From an optimization exercise on the open Yosys and OpenROAD flow, aimed at small area; shortcuts taken in it are not production practice. Where RTL was checked, it was by simulation tests only, not by an equivalence proof against the original. For run 2, only the layout was checked, not whether the RTL still works. Power is estimated from default activity; no workload was simulated.

==> flow/design.v (outline; a module is shown in full before it is edited, if it fits) <==
// module multiplier: 1613 lines
// module mul_fa: 4 lines
// module mul_xor: 3 lines
// module mul_xnor: 3 lines
// module mul_or: 3 lines
// module mul_nor: 3 lines
module multiplier #(
    parameter LOGDEPTH = 6,
    parameter WIDTH = 32
) (
    input  logic                    clk,
    input  logic                    rst,
    input  logic                    EN_mult,
    output logic                    EN_writeMem,
    output logic [LOGDEPTH-1:0]     writeMem_addr,
    input  logic [16-1:0]           mult_input0,
    input  logic [16-1:0]           mult_input1,
    output logic [WIDTH-1:0]        writeMem_val,
    output logic                    RDY_mult,
    input  logic                    EN_blockRead,
    output logic                    VALID_memVal,
    output logic [WIDTH-1:0]        memVal_data,
    output logic                    EN_readMem,
    output logic [LOGDEPTH-1:0]     readMem_addr,
    input  logic [WIDTH-1:0]        readMem_val
);
  // ...
==> flow/flow/run.sh <==
#!/bin/bash
# The standard layout (the standard.sh, which runs ORFS) with these changes:
#  - the port buffers are buf_1 cells (buffer_ports picks a larger delay cell by default);
#  - clock tree synthesis inserts no dummy loads and uses the clock buffers and
#    sink clusters given in CTS_ARGS;
#  - the other ORFS settings given below.
# Each make run writes its full output to its own log in this folder.
set -euo pipefail
ARGS=(
  BUFFER_PORTS_ARGS="-buffer_cell sky130_fd_sc_hd__buf_1"
  CTS_ARGS="-sink_clustering_enable -repair_clock_nets -dont_use_dummy_load -root_buf sky130_fd_sc_hd__clkbuf_8 -buf_list {sky130_fd_sc_hd__clkbuf_8} -sink_clustering_size 18 -sink_clustering_max_diameter 70"
  REMOVE_ABC_BUFFERS=1
)
bash standard.sh "${ARGS[@]}" finish > standard.log 2>&1
==> flow/standard.sh <==
#!/bin/bash
# synth_recipe.tcl (not shown) runs the flow's synth.tcl, then flattens the netlist and writes it again
# the make line also repeats each setting of config.mk as NAME=value (left out here)
make -C /OpenROAD-flow-scripts/flow DESIGN_CONFIG=/design/flow/config.mk WORK_HOME=/design/flow/orfs CLKGATE_MAP_FILE= SYNTH_SCRIPT=/design/flow/synth_recipe.tcl "${@:-finish}"
==> flow/config.mk <==
export PLATFORM = sky130hd
export DESIGN_NAME = multiplier
export DESIGN_NICKNAME = multiplier
export VERILOG_FILES = /design/flow/design.v
export SDC_FILE = /design/flow/constraint.sdc
export NUM_CORES = 4
export LEC_CHECK = 0
export CAP_MARGIN = 20
export CORE_MARGIN = 2
export CORE_UTILIZATION = 70
export GPL_TIMING_DRIVEN = 0
export SETUP_SLACK_MARGIN = 0.1
export SLEW_MARGIN = 20
export SYNTH_HIERARCHICAL = 1
export SYNTH_MINIMUM_KEEP_SIZE = 0
==> flow/constraint.sdc <==
create_clock -name core_clock -period 4.0 [get_ports {clk}]
set_input_delay 0.8000 -clock core_clock [delete_from_list [all_inputs] [get_ports {clk}]]
set_output_delay 0.8000 -clock core_clock [all_outputs]
set_load 0.01 [all_outputs]
==> run summary, run 1 <==
routability congestion estimate=0.887; GRT Residual Overflow=0; Main synth FF type=dfxtp_1; Post-Synth XOR/XNOR Area=3.44%; largest family of logic cells by synthesized area=adder cells; design area=14,500 um^2; simple-gate portion of the synthesized area=9.69%; vias in the first global route=7,772; Combinational Power Share=31.7%; power share of the clock group=16.8%; Worst setup endpoint=mq_30$_DFF_P_; Worst Setup SP=a_q[7][12]$_DFF_P_; Die Y=146 um; syn avg cell area=12.5 um^2; sequential share of cell area=49.2%; clock slew at reported path FFs=90 ps; CP Data Arrival Time=4200 ps; Tcrit/Tclk final=94.2%; most frequent CP cell=fa_1; status=timing/DRC/antenna clean; Post-synth top cells=355 x dfxtp_1, 268 x nand2_1, 200 x fa_1; PortBufs=83; Async SR Flop Fraction=0%; CP startpoint kind=register; most common cell after layout, fill and taps aside=dfxtp_1; Worst path max stage delay=830 ps; hold path cells=0; fill count=1,313; reg2reg start=a_q[7][12]$_DFF_P_; Power, Total=8.67 mW; combinational power=2.75 mW; Syn Inst Count=1,125; M1 GR Usage=31.8%; NonClk Buf Share=2.15%; dominant kind of cell by area=registers
==> run 2, diff against run 1 <==
--- a/flow/design.v
+++ b/flow/design.v
@@ -708,16 +708,30 @@
     logic ms681;
     logic mc682;
     logic ms683;
     logic mc684;
     logic ms685;
     logic mc686;
     logic ms687;
     logic mc688;
+    logic mrs0;
+    logic mrc0;
+    logic mrs1;
+    logic mrc1;
+    logic mrs2;
+    logic mrc2;
+    logic mrs3;
+    logic mrc3;
+    logic mrs4;
+    logic mrc4;
+    logic mrs5;
+    logic mrc5;
+    logic mrs6;
+    logic mrc6;
     logic mP0;
     logic mG0;
     logic mP1;
     logic mG1;
     logic mP2;
     logic mG2;
     logic mP3;
     logic mG3;
@@ -744,30 +758,16 @@
     logic mP14;
     logic mG14;
     logic mP15;
     logic mG15;
     logic mP16;
     logic mG16;
     logic mP17;
     logic mG17;
-    logic mP18;
-    logic mG18;
-    logic mP19;
-    logic mG19;
-    logic mP20;
-    logic mG20;
-    logic mP21;
-    logic mG21;
-    logic mP22;
-    logic mG22;
-    logic mP23;
-    logic mG23;
-    logic mP24;
-    logic mG24;
     logic mg1;
     logic mg2;
     logic mgp2;
     logic mg3;
     logic mgp3;
     logic mg4;
     logic mgp4;
     logic mg5;
@@ -776,61 +776,40 @@
     logic mgp6;
     logic mg7;
     logic mgp7;
     logic mg8;
     logic mgp8;
     logic mg9;
     logic mgp9;
     logic mg10;
-    logic mgp10;
     logic mg11;
     logic mgp11;
     logic mg12;
     logic mgp12;
     logic mg13;
     logic mgp13;
     logic mg14;
     logic mg15;
     logic mgp15;
     logic mg16;
-    logic mgp16;
     logic mg17;
-    logic mgp17;
     logic mg18;
-    logic mgp18;
     logic mg19;
-    logic mgp19;
     logic mg20;
     logic mg21;
-    logic mgp21;
     logic mg22;
-    logic mgp22;
     logic mg23;
     logic mg24;
     logic mg25;
     logic mg26;
     logic mg27;
     logic mg28;
     logic mg29;
     logic mg30;
-    logic mg31;
-    logic mg32;
-    logic mg33;
-    logic mg34;
-    logic mg35;
-    logic mg36;
-    logic mg37;
-    logic mg38;
-    logic mg39;
-    logic mg40;
-    logic mg41;
-    logic mg42;
-    logic mg43;
-    logic mg44;
     logic mq_0;
     logic mq_1;
     logic mq_2;
     logic mq_3;
     logic mq_4;
     logic mq_5;
     logic mq_6;
     logic mq_7;
@@ -1430,154 +1409,126 @@
     end
     assign mp[0] = ~mq_0;
     assign mp[1] = ~mq_1;
     assign mp[2] = ~mq_2;
     assign mp[3] = ~mq_3;
     assign mp[4] = ~mq_4;
     assign mp[5] = ~mq_5;
     assign mp[6] = ~mq_6;
-    mul_xor u_mP0 (.a(mq_8), .b(mq_9), .y(mP0));
-    mul_nor u_mG0 (.a(mq_8), .b(mq_9), .y(mG0));
-    mul_xor u_mP1 (.a(mq_10), .b(mq_11), .y(mP1));
-    mul_nor u_mG1 (.a(mq_10), .b(mq_11), .y(mG1));
-    mul_xor u_mP2 (.a(mq_12), .b(mq_13), .y(mP2));
-    mul_nor u_mG2 (.a(mq_12), .b(mq_13), .y(mG2));
-    mul_xor u_mP3 (.a(mq_14), .b(mq_15), .y(mP3));
-    mul_nor u_mG3 (.a(mq_14), .b(mq_15), .y(mG3));
-    mul_xor u_mP4 (.a(mq_16), .b(mq_17), .y(mP4));
-    mul_nor u_mG4 (.a(mq_16), .b(mq_17), .y(mG4));
-    mul_xor u_mP5 (.a(mq_18), .b(mq_19), .y(mP5));
-    mul_nor u_mG5 (.a(mq_18), .b(mq_19), .y(mG5));
-    mul_xor u_mP6 (.a(mq_20), .b(mq_21), .y(mP6));
-    mul_nor u_mG6 (.a(mq_20), .b(mq_21), .y(mG6));
-    mul_xor u_mP7 (.a(mq_22), .b(mq_23), .y(mP7));
-    mul_nor u_mG7 (.a(mq_22), .b(mq_23), .y(mG7));
-    mul_xor u_mP8 (.a(mq_24), .b(mq_25), .y(mP8));
-    mul_nor u_mG8 (.a(mq_24), .b(mq_25), .y(mG8));
-    mul_xor u_mP9 (.a(mq_26), .b(mq_27), .y(mP9));
-    mul_nor u_mG9 (.a(mq_26), .b(mq_27), .y(mG9));
-    mul_xor u_mP10 (.a(mq_28), .b(mq_29), .y(mP10));
-    mul_nor u_mG10 (.a(mq_28), .b(mq_29), .y(mG10));
-    mul_xor u_mP11 (.a(mq_30), .b(mq_31), .y(mP11));
-    mul_nor u_mG11 (.a(mq_30), .b(mq_31), .y(mG11));
-    mul_xor u_mP12 (.a(mq_32), .b(mq_33), .y(mP12));
-    mul_nor u_mG12 (.a(mq_32), .b(mq_33), .y(mG12));
-    mul_xor u_mP13 (.a(mq_34), .b(mq_35), .y(mP13));
-    mul_nor u_mG13 (.a(mq_34), .b(mq_35), .y(mG13));
-    mul_xor u_mP14 (.a(mq_36), .b(mq_37), .y(mP14));
-    mul_nor u_mG14 (.a(mq_36), .b(mq_37), .y(mG14));
-    mul_xor u_mP15 (.a(mq_38), .b(mq_39), .y(mP15));
-    mul_nor u_mG15 (.a(mq_38), .b(mq_39), .y(mG15));
-    mul_xor u_mP16 (.a(mq_40), .b(mq_41), .y(mP16));
-    mul_nor u_mG16 (.a(mq_40), .b(mq_41), .y(mG16));
-    mul_xor u_mP17 (.a(mq_42), .b(mq_43), .y(mP17));
-    mul_nor u_mG17 (.a(mq_42), .b(mq_43), .y(mG17));
-    mul_xor u_mP18 (.a(mq_44), .b(mq_45), .y(mP18));
-    mul_nor u_mG18 (.a(mq_44), .b(mq_45), .y(mG18));
-    mul_xor u_mP19 (.a(mq_46), .b(mq_47), .y(mP19));
-    mul_nor u_mG19 (.a(mq_46), .b(mq_47), .y(mG19));
-    mul_xor u_mP20 (.a(mq_48), .b(mq_49), .y(mP20));
-    mul_nor u_mG20 (.a(mq_48), .b(mq_49), .y(mG20));
-    mul_xor u_mP21 (.a(mq_50), .b(mq_51), .y(mP21));
-    mul_nor u_mG21 (.a(mq_50), .b(mq_51), .y(mG21));
-    mul_xor u_mP22 (.a(mq_52), .b(mq_53), .y(mP22));
-    mul_nor u_mG22 (.a(mq_52), .b(mq_53), .y(mG22));
-    mul_xor u_mP23 (.a(mq_54), .b(mq_55), .y(mP23));
-    mul_nor u_mG23 (.a(mq_54), .b(mq_55), .y(mG23));
-    assign mP24 = 1'b0;
-    assign mG24 = 1'b0;
-    assign mg1 = mG0 | (mP0 & ~mq_7);
+    mul_fa u_mrs0 (.a(mq_8), .b(mq_9), .c(mq_7), .s(mrs0), .co(mrc0));
+    assign mp[7] = ~mrs0;
+    mul_fa u_mrs1 (.a(mq_10), .b(mq_11), .c(mrc0), .s(mrs1), .co(mrc1));
+    assign mp[8] = ~mrs1;
+    mul_fa u_mrs2 (.a(mq_12), .b(mq_13), .c(mrc1), .s(mrs2), .co(mrc2));
+    assign mp[9] = ~mrs2;
+    mul_fa u_mrs3 (.a(mq_14), .b(mq_15), .c(mrc2), .s(mrs3), .co(mrc3));
+    assign mp[10] = ~mrs3;
+    mul_fa u_mrs4 (.a(mq_16), .b(mq_17), .c(mrc3), .s(mrs4), .co(mrc4));
+    assign mp[11] = ~mrs4;
+    mul_fa u_mrs5 (.a(mq_18), .b(mq_19), .c(mrc4), .s(mrs5), .co(mrc5));
+    assign mp[12] = ~mrs5;
+    mul_fa u_mrs6 (.a(mq_20), .b(mq_21), .c(mrc5), .s(mrs6), .co(mrc6));
+    assign mp[13] = ~mrs6;
+    mul_xor u_mP0 (.a(mq_22), .b(mq_23), .y(mP0));
+    mul_nor u_mG0 (.a(mq_22), .b(mq_23), .y(mG0));
+    mul_xor u_mP1 (.a(mq_24), .b(mq_25), .y(mP1));
+    mul_nor u_mG1 (.a(mq_24), .b(mq_25), .y(mG1));
+    mul_xor u_mP2 (.a(mq_26), .b(mq_27), .y(mP2));
+    mul_nor u_mG2 (.a(mq_26), .b(mq_27), .y(mG2));
+    mul_xor u_mP3 (.a(mq_28), .b(mq_29), .y(mP3));
+    mul_nor u_mG3 (.a(mq_28), .b(mq_29), .y(mG3));
+    mul_xor u_mP4 (.a(mq_30), .b(mq_31), .y(mP4));
+    mul_nor u_mG4 (.a(mq_30), .b(mq_31), .y(mG4));
+    mul_xor u_mP5 (.a(mq_32), .b(mq_33), .y(mP5));
+    mul_nor u_mG5 (.a(mq_32), .b(mq_33), .y(mG5));
+    mul_xor u_mP6 (.a(mq_34), .b(mq_35), .y(mP6));
+    mul_nor u_mG6 (.a(mq_34), .b(mq_35), .y(mG6));
+    mul_xor u_mP7 (.a(mq_36), .b(mq_37), .y(mP7));
+    mul_nor u_mG7 (.a(mq_36), .b(mq_37), .y(mG7));
+    mul_xor u_mP8 (.a(mq_38), .b(mq_39), .y(mP8));
+    mul_nor u_mG8 (.a(mq_38), .b(mq_39), .y(mG8));
+    mul_xor u_mP9 (.a(mq_40), .b(mq_41), .y(mP9));
+    mul_nor u_mG9 (.a(mq_40), .b(mq_41), .y(mG9));
+    mul_xor u_mP10 (.a(mq_42), .b(mq_43), .y(mP10));
+    mul_nor u_mG10 (.a(mq_42), .b(mq_43), .y(mG10));
+    mul_xor u_mP11 (.a(mq_44), .b(mq_45), .y(mP11));
+    mul_nor u_mG11 (.a(mq_44), .b(mq_45), .y(mG11));
+    mul_xor u_mP12 (.a(mq_46), .b(mq_47), .y(mP12));
+    mul_nor u_mG12 (.a(mq_46), .b(mq_47), .y(mG12));
+    mul_xor u_mP13 (.a(mq_48), .b(mq_49), .y(mP13));
+    mul_nor u_mG13 (.a(mq_48), .b(mq_49), .y(mG13));
+    mul_xor u_mP14 (.a(mq_50), .b(mq_51), .y(mP14));
+    mul_nor u_mG14 (.a(mq_50), .b(mq_51), .y(mG14));
+    mul_xor u_mP15 (.a(mq_52), .b(mq_53), .y(mP15));
+    mul_nor u_mG15 (.a(mq_52), .b(mq_53), .y(mG15));
+    mul_xor u_mP16 (.a(mq_54), .b(mq_55), .y(mP16));
+    mul_nor u_mG16 (.a(mq_54), .b(mq_55), .y(mG16));
+    assign mP17 = 1'b0;
+    assign mG17 = 1'b0;
+    assign mg1 = mG0 | (mP0 & ~mrc6);
     assign mg2 = mG2 | (mP2 & mG1);
     assign mgp2 = mP2 & mP1;
     assign mg3 = mG4 | (mP4 & mG3);
     assign mgp3 = mP4 & mP3;
     assign mg4 = mG6 | (mP6 & mG5);
     assign mgp4 = mP6 & mP5;
     assign mg5 = mG8 | (mP8 & mG7);
     assign mgp5 = mP8 & mP7;
     assign mg6 = mG10 | (mP10 & mG9);
     assign mgp6 = mP10 & mP9;
     assign mg7 = mG12 | (mP12 & mG11);
     assign mgp7 = mP12 & mP11;
     assign mg8 = mG14 | (mP14 & mG13);
     assign mgp8 = mP14 & mP13;
     assign mg9 = mG16 | (mP16 & mG15);
     assign mgp9 = mP16 & mP15;
-    assign mg10 = mG18 | (mP18 & mG17);
-    assign mgp10 = mP18 & mP17;
-    assign mg11 = mG20 | (mP20 & mG19);
-    assign mgp11 = mP20 & mP19;
-    assign mg12 = mG22 | (mP22 & mG21);
-    assign mgp12 = mP22 & mP21;
-    assign mg13 = mG24 | (mP24 & mG23);
-    assign mgp13 = mP24 & mP23;
-    assign mg14 = mg2 | (mgp2 & mg1);
-    assign mg15 = mg4 | (mgp4 & mg3);
-    assign mgp15 = mgp4 & mgp3;
-    assign mg16 = mg6 | (mgp6 & mg5);
-    assign mgp16 = mgp6 & mgp5;
-    assign mg17 = mg8 | (mgp8 & mg7);
-    assign mgp17 = mgp8 & mgp7;
-    assign mg18 = mg10 | (mgp10 & mg9);
-    assign mgp18 = mgp10 & mgp9;
-    assign mg19 = mg12 | (mgp12 & mg11);
-    assign mgp19 = mgp12 & mgp11;
-    assign mg20 = mg15 | (mgp15 & mg14);
-    assign mg21 = mg17 | (mgp17 & mg16);
-    assign mgp21 = mgp17 & mgp16;
-    assign mg22 = mg19 | (mgp19 & mg18);
-    assign mgp22 = mgp19 & mgp18;
-    assign mg23 = mg21 | (mgp21 & mg20);
-    assign mg24 = mg22 | (mgp22 & mg23);
-    assign mg25 = mg16 | (mgp16 & mg20);
-    assign mg26 = mg18 | (mgp18 & mg23);
-    assign mg27 = mg3 | (mgp3 & mg14);
-    assign mg28 = mg5 | (mgp5 & mg20);
-    assign mg29 = mg7 | (mgp7 & mg25);
-    assign mg30 = mg9 | (mgp9 & mg23);
-    assign mg31 = mg11 | (mgp11 & mg26);
-    assign mg32 = mg13 | (mgp13 & mg24);
-    assign mg33 = mG1 | (mP1 & mg1);
-    assign mg34 = mG3 | (mP3 & mg14);
-    assign mg35 = mG5 | (mP5 & mg27);
-    assign mg36 = mG7 | (mP7 & mg20);
-    assign mg37 = mG9 | (mP9 & mg28);
-    assign mg38 = mG11 | (mP11 & mg25);
-    assign mg39 = mG13 | (mP13 & mg29);
-    assign mg40 = mG15 | (mP15 & mg23);
-    assign mg41 = mG17 | (mP17 & mg30);
-    assign mg42 = mG19 | (mP19 & mg26);
-    assign mg43 = mG21 | (mP21 & mg31);
-    assign mg44 = mG23 | (mP23 & mg24);
-    assign mp[7] = mP0 ^ ~mq_7;
-    assign mp[8] = mP1 ^ mg1;
-    assign mp[9] = mP2 ^ mg33;
-    assign mp[10] = mP3 ^ mg14;
-    assign mp[11] = mP4 ^ mg34;
-    assign mp[12] = mP5 ^ mg27;
-    assign mp[13] = mP6 ^ mg35;
-    assign mp[14] = mP7 ^ mg20;
-    assign mp[15] = mP8 ^ mg36;
-    assign mp[16] = mP9 ^ mg28;
-    assign mp[17] = mP10 ^ mg37;
-    assign mp[18] = mP11 ^ mg25;
-    assign mp[19] = mP12 ^ mg38;
-    assign mp[20] = mP13 ^ mg29;
-    assign mp[21] = mP14 ^ mg39;
-    assign mp[22] = mP15 ^ mg23;
-    assign mp[23] = mP16 ^ mg40;
-    assign mp[24] = mP17 ^ mg30;
-    assign mp[25] = mP18 ^ mg41;
-    assign mp[26] = mP19 ^ mg26;
-    assign mp[27] = mP20 ^ mg42;
-    assign mp[28] = mP21 ^ mg31;
-    assign mp[29] = mP22 ^ mg43;
-    assign mp[30] = mP23 ^ mg24;
-    assign mp[31] = mP24 ^ mg44;
+    assign mg10 = mg2 | (mgp2 & mg1);
+    assign mg11 = mg4 | (mgp4 & mg3);
+    assign mgp11 = mgp4 & mgp3;
+    assign mg12 = mg6 | (mgp6 & mg5);
+    assign mgp12 = mgp6 & mgp5;
+    assign mg13 = mg8 | (mgp8 & mg7);
+    assign mgp13 = mgp8 & mgp7;
+    assign mg14 = mg11 | (mgp11 & mg10);
+    assign mg15 = mg13 | (mgp13 & mg12);
+    assign mgp15 = mgp13 & mgp12;
+    assign mg16 = mg15 | (mgp15 & mg14);
+    assign mg17 = mg12 | (mgp12 & mg14);
+    assign mg18 = mg3 | (mgp3 & mg10);
+    assign mg19 = mg5 | (mgp5 & mg14);
+    assign mg20 = mg7 | (mgp7 & mg17);
+    assign mg21 = mg9 | (mgp9 & mg16);
+    assign mg22 = mG1 | (mP1 & mg1);
+    assign mg23 = mG3 | (mP3 & mg10);
+    assign mg24 = mG5 | (mP5 & mg18);
+    assign mg25 = mG7 | (mP7 & mg14);
+    assign mg26 = mG9 | (mP9 & mg19);
+    assign mg27 = mG11 | (mP11 & mg17);
+    assign mg28 = mG13 | (mP13 & mg20);
+    assign mg29 = mG15 | (mP15 & mg16);
+    assign mg30 = mG17 | (mP17 & mg21);
+    assign mp[14] = mP0 ^ ~mrc6;
+    assign mp[15] = mP1 ^ mg1;
+    assign mp[16] = mP2 ^ mg22;
+    assign mp[17] = mP3 ^ mg10;
+    assign mp[18] = mP4 ^ mg23;
+    assign mp[19] = mP5 ^ mg18;
+    assign mp[20] = mP6 ^ mg24;
+    assign mp[21] = mP7 ^ mg14;
+    assign mp[22] = mP8 ^ mg25;
+    assign mp[23] = mP9 ^ mg19;
+    assign mp[24] = mP10 ^ mg26;
+    assign mp[25] = mP11 ^ mg17;
+    assign mp[26] = mP12 ^ mg27;
+    assign mp[27] = mP13 ^ mg20;
+    assign mp[28] = mP14 ^ mg28;
+    assign mp[29] = mP15 ^ mg16;
+    assign mp[30] = mP16 ^ mg29;
+    assign mp[31] = mP17 ^ mg21;
     always_ff @(posedge clk) begin
         a_q[0] <= mult_input0;
         b_q[0] <= mult_input1;
         for (int i = 1; i < NSTG; i++) begin
             a_q[i] <= a_q[i-1];
             b_q[i] <= b_q[i-1];
         end
         writeMem_val <= mp;
==> flow/flow/run.sh (replaced) <==
#!/bin/bash
# The standard layout (the standard.sh, which runs ORFS) with these changes:
#  - the port buffers are buf_1 cells (buffer_ports picks a larger delay cell by default);
#  - clock tree synthesis inserts no dummy loads and uses the clock buffers and
#    sink clusters given in CTS_ARGS;
#  - the other ORFS settings given below.
# Each make run writes its full output to its own log in this folder.
set -euo pipefail
ARGS=(
  BUFFER_PORTS_ARGS="-buffer_cell sky130_fd_sc_hd__buf_1"
  CTS_ARGS="-sink_clustering_enable -repair_clock_nets -dont_use_dummy_load -buf_list {sky130_fd_sc_hd__clkbuf_16} -sink_clustering_size 30 -sink_clustering_max_diameter 100"
  REMOVE_ABC_BUFFERS=1 RECOVER_POWER=100
)
bash standard.sh "${ARGS[@]}" finish > standard.log 2>&1
==> flow/config.mk (replaced) <==
export PLATFORM = sky130hd
export DESIGN_NAME = multiplier
export DESIGN_NICKNAME = multiplier
export VERILOG_FILES = /design/flow/design.v
export SDC_FILE = /design/flow/constraint.sdc
export NUM_CORES = 4
export LEC_CHECK = 0
export CAP_MARGIN = 20
export CORE_MARGIN = 2
export CORE_UTILIZATION = 80
export GPL_TIMING_DRIVEN = 0
export SETUP_SLACK_MARGIN = 0.1
export SLEW_MARGIN = 20
export SYNTH_HIERARCHICAL = 1
export SYNTH_MINIMUM_KEEP_SIZE = 0
==> run 2 against run 1 <==
Now fails the layout checks on negative setup slack; critical endpoint is now writeMem_val[30]$_DFF_P_; global-route usage is 14 points higher; largest cell class unchanged; largest power group unchanged; critical path depth up 9; non-clock buffer count is 2 higher; wire length grew 39%; count of clock-buffer cells in the layout decreased by 8; synthesized area down 0.54%; utilization rose by 10 points; setup slack worse by 570 ps; final cell count down 4.5%.
==> run summary, run 2 <==
Post-synth top cells=355 x dfxtp_1, 271 x nand2_1, 207 x fa_1; vias in the first global route=9,050 (+16%); share of cells above drive strength 1=5.61%; EDFF count, synth=0; area leader, netlist=dfxtp_1; Final nets=1,393; Slew HR=42.2%; routed len/inst=25.5 um; Async SR Flop Fraction=0% (unchanged); routed vias/inst=6.18; Initial Util=81.2%; post-synth top area share=51.0%; Final Setup Violations=13; cell leakage power=5.48 nW; CP startpoint kind=register; clk root buf=clkbuf_16; multi-input logic area=6300 um^2; CTS sink cnt=355; sequential area share after synthesis=51.0%; Yosys warning count=9; fin crit period=4340 ps; DRT Pass-1 Iters=8; routability congestion estimate=0.899 (+1.3%); Tcrit/Tclk final=108% (+14 points); max cap viols=0; largest net degree at the start of global routing=31; final wirelength=33,900 um; Core Region=17,200 um^2; syn avg cell area=12.6 um^2 (+0.98%); post-synthesis sequential element count=355; I/O pin total=148; Netlist cell types=34; Main synth FF type=dfxtp_1; Final Hold Vio Count=0; VDD IR max=0.000588 V; Largest regs=a_q: 128 flops, b_q: 128 flops, writeMem_val: 32 flops; Bufs on Longest Clock Path=3; final core utilization=84.6%; CTS Buf Count=15; GRT Residual Overflow=0 (unchanged); DRC Markers=0; Critical Path Fanout Max=4; Critical Path RT=4370 ps; Syn Inst Count=1,108 (-1.5%); element type at the critical path end=register; Power, Total=9.29 mW (+7.3%); Hold Crit Class=register to register; DRT iter0 DRCs=900; Cell Pwr Density=640 nW/um^2; clk latency of the worst-skew pair=520 ps; Post-Place Setup Slack=-796 ps; max-slew violations=0; top cells by area, synth=dfxtp_1 51%, fa_1 30%, nand2_1 7.3%; die area=18,500 um^2; Die X-Extent=136 um; Vias=8,222; row cnt=48; SO Faults=negative setup slack; CTS tree=built; type of the worst setup path=register to register; count leader, synth=dfxtp_1; area growth from synthesis to layout=4.19%; # H-tree levels=1; Die Y=136 um (-6.5%); Max Fclk=231 MHz; Post-DRT Antenna Nets=0; worst-margin pin slew=855 ps; clk_skew=38.4 ps; Cell Area, Synth=13,900 um^2; status=complete, but fails checks; Final HPWL DP=19,500 um; fill count=769 (-41%); all-layer global routing usage=38.3%; Seq. cell area=7150 um^2; unrepaired setup endpoints after global routing=yes; CP Data Arrival Time=4700 ps (+500 ps); first-pass GRT wire length=51,200 um; fin worst setup slack=-335 ps; most common cell after layout, fill and taps aside=dfxtp_1; clock slew at reported path FFs=110 ps (+20 ps); PortBufs=83 (unchanged); initial antenna violation count=1; commonest non-fill, non-tap cells in the layout=335 x dfxtp_1, 271 x nand2_1, 200 x fa_1, 83 x buf_1, 29 x nor2_1
==> run 2: worst max-delay path, stage by stage, from the launching register on <==
cell and delay, ps:
dfxtp_2 340, fa_2 380, fa_2 360, fa_2 360, fa_2 360, fa_2 350
fa_2 380, fa_2 390, inv_2 90, ha_4 130, o211ai_1 130, a21oi_2 260
a211oi_2 140, o21ai_1 180, ha_1 160, nor2_1 50, xnor2_1 140
==> run 2: layout make-up <==
cell class / instances / share of cell area [%]
Antenna cell: 1 / 0.0172
Clock buffer: 15 / 2.58
Inverter: 22 / 0.586
Multi-Input combinational cell: 628 / 43.4
Sequential cell: 355 / 49.2
Tap cell: 225 / 1.94
Timing Repair Buffer: 85 / 2.27
==> run 2: report_power, final <==
part / internal (mW) / switching (mW)
clock network: 0.682 / 1.03
registers: 4.15 / 0.365
logic: 1.35 / 1.71
total: 6.19 / 3.11
==> run 2: final timing paths <==
| kind | slack [ps] | depth (start not counted) | start | end |
|---|---|---|---|---|
| hold reg to reg | 320 | 0 | a_q[6][12]$_DFF_P_ | a_q[7][12]$_DFF_P_ |
| setup / recovery | -340 | 16 | mq_8$_DFF_P_ | writeMem_val[30]$_DFF_P_ |
| hold / removal | 320 | 0 | a_q[6][12]$_DFF_P_ | a_q[7][12]$_DFF_P_ |
| setup reg to reg | -340 | 16 | mq_8$_DFF_P_ | writeMem_val[30]$_DFF_P_ |
==> run 2: per-module statistics from Yosys (local to each module, per instance) <==
module	flops+latches	cell area [um^2]
mul_fa	0	20.0
mul_nor	0	3.75
multiplier	355	9340
mul_xnor	0	8.76
mul_or	0	6.26
mul_xor	0	8.76
==> run 2: layer usage <==
metal / routed length, um / GRT usage, % / part of all wire, % / vias up
met5: 0 / 0.556 / 0 / -
li1: - / - / - / 3285
met4: 1790 / 15.6 / 5.3 / 0
met1: 11000 / 43.8 / 33 / 4071
met3: 4270 / 14.3 / 13 / 175
met2: 16800 / 65.3 / 50 / 691
==> run 2: kinds of logic (layout without fill, tap and decap cells) <==
group           after synthesis  in the layout  synth area share (%)
simple gates                334            334                  9.61
compound gates               31             31                  1.46
fa+ha+maj                   218            218                  30.7
xor+xnor                     45             45                  2.83
other cells                   0              1                     0
flops                       355            355                  51.0
buf+inv                     125            122                  4.40
==> run 2: per-stage QoR <==
step	hold WS, ps	std cells	setup TNS [ps]	instance area (um^2)
3_3_place_gp	309	1313	-4870	14000
5_1_grt	314	1330	-4110	14500
6_report	315	1331	-2650	14500
4_1_cts	313	1330	-3410	14500
3_5_place_dp	312	1313	-8500	14000
2_1_floorplan	310	1005	-1080	13400
==> run 2: what timing repair did <==
item	CTS	global route
setup buffers	2	1
hold buffers	0	0
pin swaps	12	10
setup endpoints to repair	28	23
resized for setup	36	18

[static timing again, ports no longer ideal]
The flow's constraints put no driver on any port. The routed layouts listed below were extracted and timed again, unchanged, in two steps. Step 1: set_driving_cell puts a clkbuf_16 on clk and a buf_2 on each other input, an assumption about the parent block. Step 2 adds t to the input delays and takes it off the output delays; t is the mean of the earliest and latest rising clock arrival at the registers after step 1. Input paths then give back, and output paths get back, about the clock's delay inside the block. a / b / c = no drivers / after step 1 / after step 2; a / b = the first two.
run	t (ns)	slack for setup (ns)	cell pins on the clock port's net
run 1	0.586	0.231 / 0.231 / 0.231	1
run 2	0.546	-0.335 / -0.335 / -0.335	1
